This is an optimization exercise on Yosys and OpenROAD, whose aim is a short achievable clock period and few clock cycles, not a production implementation.
The RTL was checked by simulation tests, not by an equivalence proof against the original design.
Power and IR drop assume default switching activity.

==> 10-08: inputs <==
Design MIPS_MultiCycle, start of the top module:
module MIPS_MultiCycle(clk, reset, mem_addr, mem_we, mem_wdata, mem_rdata);
  input clk, reset;
  output wire [31:0] mem_addr;
  output wire mem_we;
  output wire [31:0] mem_wdata;
  input [31:0] mem_rdata;
  localparam BI = 5;               
  localparam NB = 1 << BI;
  localparam TW = 16 - 2 - BI;     
  reg [31:0] aq;         
  reg        mcyc;       
  reg        mwe;        
  reg        mlw;        
  reg [31:0] wq;         
  reg        dv;         
  reg        ev;         
  reg        lrv;        
  reg        wpend;      
  reg [31:0] rfv;        
  reg [NB-1:0] bv;       
  reg        buv;        
  reg        seq;        
  reg [31:0] ras;        
  reg [4:0]  mrd;        
  reg [31:0] fpc;        
  reg [31:0] lrt;
  reg [31:0] ir;
  reg [31:0] pc_d;
  reg [31:0] pc4_d;      
  reg [13:0] pm1_d, pp1_d;   
  reg        pt_d;       
  reg [31:0] ptgt_d;     
  reg        hit_d;      
  reg [1:0]  ctr_d;
  reg [31:0] pc_e;
  reg [13:0] pm1_e, pp1_e;
  reg [31:0] a_e;           
  reg [31:0] b_e;           
  reg [31:0] s_e;           
  reg [4:0]  sa_e, sb_e;     
  reg        useimm_e;
  reg        op_and_e, op_or_e, op_add_e, op_sub_e, op_slt_e;
  reg        wr_e;
  reg [4:0]  rd_e;
  reg        lw_e, sw_e, br_e, bne_e, jal_e, jr_e, j_e;
  reg        pt_e;
  reg [31:0] ptgt_e;
  reg [31:0] fall_e;         
  reg [31:0] btgt_e;         
  reg        bok_e;          
  reg [31:0] alt_e;          
  reg [31:0] chk_e;          
  ...
Settings: LEC_CHECK=0, ABC_CLOCK_PERIOD_IN_PS=3000, CAP_MARGIN=20, CORE_MARGIN=2, CORE_UTILIZATION=30, SETUP_SLACK_MARGIN=5, SLEW_MARGIN=20; clock period 10.0 ns.
run.sh (not shown) runs the stock make flow with config.mk's settings and CLKGATE_MAP_FILE= SYNTH_SCRIPT=/design/flow/synth_recipe.tcl, a recipe that flattens the netlist after the stock synthesis.
==> inputs of 03-05, as changes to 10-08 <==
==> flow/flow/run.sh (new file) <==
#!/bin/bash
set -uo pipefail
bash standard.sh SETUP_SLACK_MARGIN=6.5 finish > standard.log 2>&1
==> flow/standard.sh (new file) <==
#!/bin/bash
# synth_recipe.tcl (not shown) runs the flow's synth.tcl, then flattens the netlist and writes it again
# the make line also repeats each setting of config.mk as NAME=value (left out here)
make -C /OpenROAD-flow-scripts/flow DESIGN_CONFIG=/design/flow/config.mk WORK_HOME=/design/flow/orfs CLKGATE_MAP_FILE= SYNTH_SCRIPT=/design/flow/synth_recipe.tcl "${@:-finish}"
--- a/flow/config.mk
+++ b/flow/config.mk
@@ -6,8 +6,7 @@
 export NUM_CORES = 4
 export LEC_CHECK = 0
 export ABC_CLOCK_PERIOD_IN_PS = 3000
 export CAP_MARGIN = 20
 export CORE_MARGIN = 2
 export CORE_UTILIZATION = 30
-export SETUP_SLACK_MARGIN = 5
 export SLEW_MARGIN = 20
removed: flow/run.sh
==> inputs of 10-10, as changes to 10-08 <==
==> flow/design.v (replaced) <==
module MIPS_MultiCycle(clk, reset, mem_addr, mem_we, mem_wdata, mem_rdata);
  input clk, reset;
  output wire [31:0] mem_addr;
  output wire mem_we;
  output wire [31:0] mem_wdata;
  input [31:0] mem_rdata;
  localparam BI = 6;               
  localparam NB = 1 << BI;
  localparam TW = 16 - 2 - BI;     
  reg [31:0] aq;         
  reg [31:0] ao;         
  reg        mcyc;       
  reg        mwe;        
  reg        mlw;        
  reg [31:0] wq;         
  reg        dv;         
  reg        ev;         
  reg        lrv;        
  reg        wpend;      
  reg [31:0] rfv;        
  reg [NB-1:0] bv;       
  reg        buv;        
  reg        seq;        
  reg [31:0] ras;        
  reg [4:0]  mrd;        
  reg [31:0] fpc;        
  reg [31:0] lrt;
  reg [31:0] ir;
  reg [31:0] pc_d;
  reg [31:0] pc4_d;      
  reg [13:0] pm1_d, pp1_d;   
  reg        pt_d;       
  reg [31:0] ptgt_d;     
  reg        hit_d;      
  reg [31:0] pc_e;
  reg [13:0] pm1_e, pp1_e;
  reg [31:0] a_e;           
  reg [31:0] b_e;           
  reg [31:0] s_e;           
  reg [4:0]  sa_e, sb_e;     
  reg        useimm_e;
  reg        op_and_e, op_or_e, op_add_e, op_slt_e;
  reg        inv_e;          
  reg        wr_e;
  reg [4:0]  rd_e;
  reg        back_e;         
  reg        lw_e, sw_e, br_e, bne_e, jal_e, jr_e, j_e;
  reg        pt_e;
  reg [31:0] ptgt_e;
  reg [31:0] fall_e;         
  reg [31:0] btgt_e;         
  reg [31:0] alt_e;          
  reg [31:0] chk_e;          
  reg        hit_e;
  reg [31:0] W;
  reg [4:0]  wtag;
  reg [31:0] rf [0:31];
  reg [TW-1:0] btag [0:NB-1];
  reg [1:0]    btyp [0:NB-1];    
  reg [13:0]   btgt [0:NB-1];
  reg [1:0]    bctr [0:NB-1];
  reg [2:0]    biter [0:NB-1];   
  reg [2:0]    btrip [0:NB-1];   
  reg          pq_hit;
  reg [1:0]    pq_typ;
  reg [1:0]    pq_ctr;
  reg [13:0]   pq_tgt;
  reg          pq_lexit;        
  reg [BI-1:0] bu_idx;
  reg [TW-1:0] bu_tag;
  reg [1:0]    bu_typ;
  reg [13:0]   bu_tgt;
  reg [1:0]    bu_ctr;
  reg [2:0]    bu_iter, bu_trip;
  reg          bu_wt;           
  reg          bu_inv;          
  assign mem_addr = ao;
  assign mem_we = mwe;
  assign mem_wdata = wq;
  wire [BI-1:0] lidx = aq[BI+1:2];
  wire l_bu = buv && (bu_idx == lidx);
  wire l_v = l_bu ? !bu_inv : bv[lidx];
  wire [TW-1:0] l_tag = l_bu ? bu_tag : btag[lidx];
  wire [1:0] l_typ = l_bu ? bu_typ : btyp[lidx];
  wire [1:0] l_ctr = l_bu ? bu_ctr : bctr[lidx];
  wire [13:0] l_tgt = (l_bu && bu_wt) ? bu_tgt : btgt[lidx];
  wire [2:0] l_iter = l_bu ? bu_iter : biter[lidx];
  wire [2:0] l_trip = l_bu ? bu_trip : btrip[lidx];
  wire l_hit = l_v && (l_tag == aq[15:BI+2]);
  wire f_hit = pq_hit && seq;
  wire f_pt = f_hit && (pq_typ != 2'd0 || (pq_ctr[1] && !pq_lexit));
  wire [31:0] f_ptgt = (pq_typ == 2'd2) ? ras : {aq[31:16], pq_tgt, 2'b00};
  wire [31:0] f_seq = aq + 32'd4;
  wire fr_j = mem_rdata[31:26] == 6'b000010;
  wire fr_jr = mem_rdata[31:26] == 6'b000001;
  wire [31:0] fr_jt = {f_seq[31:28], mem_rdata[25:0], 2'b00};
  wire fx_pt = f_pt || fr_j || fr_jr;
  wire [31:0] fx_tgt = fr_j ? fr_jt : fr_jr ? ras : f_ptgt;
  wire [31:0] f_next = fx_pt ? fx_tgt : f_seq;
  wire [5:0] op = ir[31:26];
  wire [5:0] fn = ir[5:0];
  wire [4:0] rs = ir[25:21];
  wire [4:0] rt = ir[20:16];
  wire [4:0] rdf = ir[15:11];
  wire [31:0] sext = {{16{ir[15]}}, ir[15:0]};
  wire d_r    = op == 6'b000000;
  wire d_addi = op == 6'b001000;
  wire d_andi = op == 6'b001100;
  wire d_beq  = op == 6'b000100;
  wire d_bne  = op == 6'b000101;
  wire d_jr   = op == 6'b000001;
  wire d_jal  = op == 6'b000011;
  wire d_j    = op == 6'b000010;
  wire d_lw   = op == 6'b100011;
  wire d_sw   = !(d_r | d_addi | d_andi | d_beq | d_bne | d_jr | d_jal | d_j | d_lw);
  wire d_br   = d_beq | d_bne;
  wire [31:0] d_fall = pc4_d;
  wire [31:0] d_btgt = pc4_d + {sext[29:0], 2'b00};
  wire [31:0] d_jtgt = {pc4_d[31:28], ir[25:0], 2'b00};
  reg        d_pt;
  reg [31:0] d_ptgt;
  always @* begin
    d_pt = 1'b0;
    d_ptgt = d_fall;
    if (d_j) begin
      d_pt = 1'b1; d_ptgt = d_jtgt;
    end else if (d_br) begin
      if (pt_d) begin
        d_pt = 1'b1; d_ptgt = ptgt_d;
      end else if (!hit_d && ir[15]) begin
        d_pt = 1'b1; d_ptgt = d_btgt;
      end
    end else if (d_jal) begin
      d_pt = pt_d; d_ptgt = ptgt_d;
    end else if (d_jr) begin
      d_pt = 1'b1; d_ptgt = pt_d ? ptgt_d : ras;
    end
  end
  wire d_redirect = dv && ((d_j && (!pt_d || (d_jtgt != ptgt_d))) ||
                           (d_br && !pt_d && !hit_d && ir[15]) ||
                           (d_jr && !pt_d) ||
                           (!(d_j || d_br || d_jal || d_jr) && pt_d));
  wire [31:0] d_next = d_pt ? d_ptgt : d_fall;
  wire f_add = fn == 6'b100000;
  wire f_sub = fn == 6'b100010;
  wire f_or  = fn == 6'b100101;
  wire f_slt = fn == 6'b101010;
  wire [31:0] rf_rs = rfv[rs] ? rf[rs] : 32'd0;
  wire [31:0] rf_rt = rfv[rt] ? rf[rt] : 32'd0;
  wire [31:0] d_rs = (wpend && wtag == rs) ? W : rf_rs;
  wire [31:0] d_b = (wpend && wtag == rt) ? W : rf_rt;
  wire [31:0] d_a = d_jal ? d_b : d_rs;       
  wire [4:0] d_sa = d_jal ? rt : rs;
  wire [31:0] a_x = a_e;
  wire [31:0] b_x = b_e;
  wire [32:0] e_sum = {1'b0, a_x} + {1'b0, b_x} + {32'd0, inv_e};
  wire [31:0] e_add = e_sum[31:0];
  wire [31:0] e_lres = 
                      ({32{op_and_e}} & (a_x & b_x)) | ({32{op_or_e}} & (a_x | b_x)) |
                      ({32{jal_e}} & fall_e);
  wire [31:0] e_res = op_add_e ? e_add : op_slt_e ? {31'd0, !e_sum[32]} : e_lres;
  wire e_eq = a_x == b_x;
  wire e_chk = a_x == chk_e;
  wire e_taken = bne_e ? !e_eq : e_eq;
  wire run = !mcyc;                   
  wire ex = run && ev;
  wire bok_e = ptgt_e == btgt_e;      
  wire e_brmis = ex && br_e && (pt_e ? (bok_e && !e_taken) : e_taken);
  wire e_brlate = ex && br_e && pt_e && !bok_e;      
  wire e_useadd = ex && (lw_e || sw_e || (jal_e && !pt_e));
  wire e_late = (ex && (jal_e || jr_e) && pt_e && !e_chk) || e_brlate;
  wire e_kill = e_brmis || (ex && jal_e && !pt_e) || e_late;    
  wire e_mem = ex && (lw_e || sw_e);
  wire e_wr = ex && wr_e;
  wire wr_now = mcyc ? mlw : (ex && wr_e);
  wire [4:0] wtag_now = mcyc ? mrd : rd_e;
  wire [31:0] wval_now = mcyc ? mem_rdata : e_res;
  wire [13:0] sw_w = aq[15:2];
  wire ov_e = ev && (sw_w == pc_e[15:2] || sw_w == pm1_e || sw_w == pp1_e);
  wire ov_d = dv && (sw_w == pc_d[15:2] || sw_w == pm1_d || sw_w == pp1_d);
  wire flush = mcyc && mwe && (ov_e || ov_d);
  wire [31:0] refetch = ev ? pc_e : pc_d;
  wire e_ctl = br_e || j_e || jal_e || jr_e;
  wire [BI-1:0] eidx = pm1_e[BI-1:0];
  wire [1:0] r_ctr = bctr[eidx];
  wire [2:0] r_iter = biter[eidx];
  wire [2:0] r_trip = btrip[eidx];
  wire r_hit = bv[eidx] && btag[eidx] == pm1_e[13:BI] && btyp[eidx] == 2'd0;
  wire [1:0] e_ctr_new = !r_hit ? (e_taken ? 2'd2 : 2'd1) :
                         e_taken ? (r_ctr == 2'd3 ? 2'd3 : r_ctr + 2'd1) :
                                   (r_ctr == 2'd0 ? 2'd0 : r_ctr - 2'd1);
  wire [2:0] e_iter_new = !e_taken ? 3'd0 : !r_hit ? 3'd1 : (r_iter == 3'd7 ? 3'd7 : r_iter + 3'd1);
  wire [2:0] e_trip_new = !r_hit ? (e_taken ? 3'd7 : 3'd0) : e_taken ? r_trip : r_iter;
  wire [31:0] e_jtgt = jal_e ? e_add : jr_e ? a_x : j_e ? ptgt_e : btgt_e;
  wire [31:0] nf = d_redirect ? d_next : f_next;
  wire r_other = e_useadd || e_brmis || lrv || d_redirect;    
  always @(posedge clk or posedge reset) begin
    if (reset) begin
      aq <= 32'd0; ao <= 32'd0; mcyc <= 1'b0; mwe <= 1'b0; mlw <= 1'b0; wq <= 32'd0;
      dv <= 1'b0; ev <= 1'b0; lrv <= 1'b0; wpend <= 1'b0; rfv <= 32'd0;
      bv <= {NB{1'b0}}; buv <= 1'b0; ras <= 32'd0; seq <= 1'b0;
    end else begin
      wpend <= wr_now;
      if (wpend) rfv[wtag] <= 1'b1;
      if (dv && d_jal) ras <= d_fall;
      if (buv) begin
        if (bu_inv) bv[bu_idx] <= 1'b0;
        else bv[bu_idx] <= 1'b1;
      end
      buv <= ex && (br_e ? (r_hit || e_taken || back_e) : jal_e || (!e_ctl && hit_e));
      if (run) begin
        ev <= dv && !e_kill && !lrv;
        dv <= !e_kill && !d_redirect && !lrv;
        if (!r_other && fr_j) aq <= fr_jt;
        else if (!r_other && fr_jr) aq <= ras;
        else if (e_useadd) aq <= e_add;
        else if (e_brmis) aq <= alt_e;
        else if (lrv) aq <= lrt;
        else if (d_redirect) aq <= d_next;
        else aq <= f_pt ? f_ptgt : f_seq;
        if (!r_other && fr_j) ao <= fr_jt;
        else if (!r_other && fr_jr) ao <= ras;
        else if (e_brmis) ao <= alt_e;
        else if (e_useadd) ao <= e_add;
        else if (lrv) ao <= lrt;
        else if (d_redirect) ao <= d_next;
        else ao <= f_pt ? f_ptgt : f_seq;
        seq <= !(e_brmis || (ex && jal_e && !pt_e) || lrv || d_redirect || fx_pt);
        lrv <= e_late;
        mcyc <= e_mem;
        mwe <= e_mem && sw_e;
        mlw <= e_mem && lw_e;
        wq <= s_e;
      end else begin
        mcyc <= 1'b0;
        mwe <= 1'b0;
        mlw <= 1'b0;
        if (flush) begin
          ev <= 1'b0;
          dv <= 1'b0;
          aq <= refetch;
          ao <= refetch;
          seq <= 1'b0;
        end else if (d_redirect) begin
          aq <= d_next;
          ao <= d_next;
          seq <= 1'b0;
        end else begin
          aq <= fpc;
          ao <= fpc;
        end
      end
    end
  end
  always @(posedge clk) begin
    if (wpend) rf[wtag] <= W;
    if (wr_now) begin
      W <= wval_now;
      wtag <= wtag_now;
    end
    if (buv) begin
      btag[bu_idx] <= bu_tag;
      btyp[bu_idx] <= bu_typ;
      bctr[bu_idx] <= bu_ctr;
      biter[bu_idx] <= bu_iter;
      btrip[bu_idx] <= bu_trip;
      if (bu_wt) btgt[bu_idx] <= bu_tgt;
    end
    bu_idx <= eidx;
    bu_tag <= pm1_e[13:BI];
    bu_typ <= jr_e ? 2'd2 : br_e ? 2'd0 : 2'd1;
    bu_tgt <= e_jtgt[15:2];
    bu_ctr <= e_ctr_new;
    bu_iter <= e_iter_new;
    bu_trip <= e_trip_new;
    bu_wt <= !br_e || e_taken;
    bu_inv <= !e_ctl;
    lrt <= br_e ? (e_taken ? btgt_e : fall_e) : jal_e ? e_add : a_x;
    if (run) begin
      pc_e <= pc_d;
      pm1_e <= pm1_d; pp1_e <= pp1_d;
      a_e <= d_jal ? ((e_wr && rd_e == rt) ? e_res : d_b) : ((e_wr && rd_e == rs) ? e_res : d_rs);
      b_e <= d_jal ? d_fall : (!d_r && !d_br) ? sext :
             (d_r && (f_sub || f_slt)) ? ~((e_wr && rd_e == rt) ? e_res : d_b) :
             (e_wr && rd_e == rt) ? e_res : d_b;
      inv_e <= d_r && (f_sub || f_slt);
      s_e <= (e_wr && rd_e == rt) ? e_res : d_b;
      sa_e <= d_sa; sb_e <= rt;
      useimm_e <= !d_r && !d_br;
      op_add_e <= (d_r && (f_add || f_sub)) || d_addi || d_lw || d_sw;
      op_or_e  <= d_r && f_or;
      op_slt_e <= d_r && f_slt;
      op_and_e <= (d_r && !f_add && !f_sub && !f_or && !f_slt) || d_andi;
      wr_e <= d_r || d_addi || d_andi || d_jal;
      rd_e <= d_r ? rdf : rt;
      lw_e <= d_lw; sw_e <= d_sw; br_e <= d_br; bne_e <= d_bne;
      jal_e <= d_jal; jr_e <= d_jr; j_e <= d_j;
      pt_e <= d_pt; ptgt_e <= d_ptgt;
      fall_e <= d_fall; btgt_e <= d_btgt;
      chk_e <= d_jal ? (ptgt_d - pc4_d) : d_ptgt;
      alt_e <= d_pt ? d_fall : d_btgt;
      hit_e <= hit_d;
      back_e <= ir[15];
      ir <= mem_rdata;
      pq_hit <= l_hit;
      pq_typ <= l_typ;
      pq_ctr <= l_ctr;
      pq_tgt <= l_tgt;
      pq_lexit <= (l_trip != 3'd7) && (l_iter == l_trip);
      pc_d <= aq;
      pm1_d <= aq[15:2] - 14'd1;
      pp1_d <= aq[15:2] + 14'd1;
      pc4_d <= f_seq;
      pt_d <= fx_pt; ptgt_d <= fx_tgt; hit_d <= f_hit;
      fpc <= nf;
      mrd <= rd_e;
    end else begin
      if (mlw && mrd == sa_e) a_e <= mem_rdata;
      if (mlw && mrd == sb_e && !useimm_e) b_e <= inv_e ? ~mem_rdata : mem_rdata;
      if (mlw && mrd == sb_e) s_e <= mem_rdata;
      if (dv) begin
        pt_d <= d_pt; ptgt_d <= d_ptgt;
      end
    end
  end
endmodule
==> flow/flow/run.sh (new file) <==
#!/bin/bash
set -uo pipefail
bash standard.sh SETUP_SLACK_MARGIN=6.5 finish > standard.log 2>&1
==> flow/standard.sh (new file) <==
#!/bin/bash
# synth_recipe.tcl (not shown) runs the flow's synth.tcl, then flattens the netlist and writes it again
# the make line also repeats each setting of config.mk as NAME=value (left out here)
make -C /OpenROAD-flow-scripts/flow DESIGN_CONFIG=/design/flow/config.mk WORK_HOME=/design/flow/orfs CLKGATE_MAP_FILE= SYNTH_SCRIPT=/design/flow/synth_recipe.tcl "${@:-finish}"
--- a/flow/config.mk
+++ b/flow/config.mk
@@ -6,8 +6,7 @@
 export NUM_CORES = 4
 export LEC_CHECK = 0
 export ABC_CLOCK_PERIOD_IN_PS = 3000
 export CAP_MARGIN = 20
 export CORE_MARGIN = 2
 export CORE_UTILIZATION = 30
-export SETUP_SLACK_MARGIN = 5
 export SLEW_MARGIN = 20
removed: flow/run.sh
==> notes.md <==
Cell count: 10-10 is larger than 10-08 (44%).
Against 03-05, the clock skew of 10-08 is lower by 0.011 ns.
Against 10-10, the register-to-register slack of 03-05 is better by 0.16 ns.
Die area: 03-05 is lower than 10-10 (31%).
In 03-05 the synthesized cell count is lower than in 10-10, by 25%.
Clock power: 10-10 > 03-05 > 10-08.
Between 03-05 and 10-10, the lower utilization is in 10-10 (gap 0.49 points).
==> figures <==
quantity	10-08	10-10	03-05
Final layout net count	8548	12.0k	9120
FMAX	202 MHz	249 MHz	259 MHz
Compound-gate portion of the synthesized area	0.0773	0.0611	0.0773
Number of cells upsized or downsized after cts	5	1256	1106
Worst clock skew	0.0611 ns	0.111 ns	0.0717 ns
Dpl hpwl	289000 microns	389000 microns	293000 microns
Maximum fanout encountered on the critical timing path	35	4	3
Final core utilization	0.343	0.365	0.370
First-pass DRT Iterations	7	10	7
Number of filler cells placed in the layout	40.6k	56.9k	39.5k
Count of buffering cells on the critical path with inverters included	2	1	1
Worst setup path endpoint	mem_addr[6]	b_e[0]	a_e[30]
Run status	no timing/DRC/antenna violations	no timing/DRC/antenna violations	no timing/DRC/antenna violations
Maximum number of pins on one net before global-route repair	155	152	158
Post-synth design cell area	129000 sq um	186000 sq um	129000 sq um
Initial core utilization	0.301	0.301	0.301
Testbench counts of 10-08, summed over its fixed seeds: cycles 284,229.
Testbench counts of 03-05, summed over its fixed seeds: cycles 284,229.
Testbench counts of 10-10, summed over its fixed seeds: cycles 271,954.

-- afterwards: timing with drivers on the ports --
How much do the figures lean on ideal ports? The routed layouts below were timed once more, with nothing changed but the port constraints. Step 1 sets driving cells, clkbuf_16 on the clock port and buf_2 on the other inputs (assumed; they add their load-dependent delay and slew). Step 2 adds t to the input delays and takes it off the output delays; t is the mean of the earliest and latest rising clock arrival at the registers after step 1. Input paths then give back, and output paths get back, about the clock's delay inside the block. Three values: ideal, step 1, step 2; two values: the first two.
run | shift t [ns] | slack for setup (ns) | worst slew at a driven data input, ns
10-08 | 1.007 | 5.047 / 4.945 / 5.084 | 0.23
03-05 | 0.998 | 6.136 / 6.132 / 5.818 | 0.32
10-10 | 1.145 | 5.980 / 5.980 / 5.027 | 0.32
After both steps every run listed still meets setup and hold. The setup slack of 10-10, which loses most, moves by 0.000 ns with the drivers and by -0.953 ns with both steps.
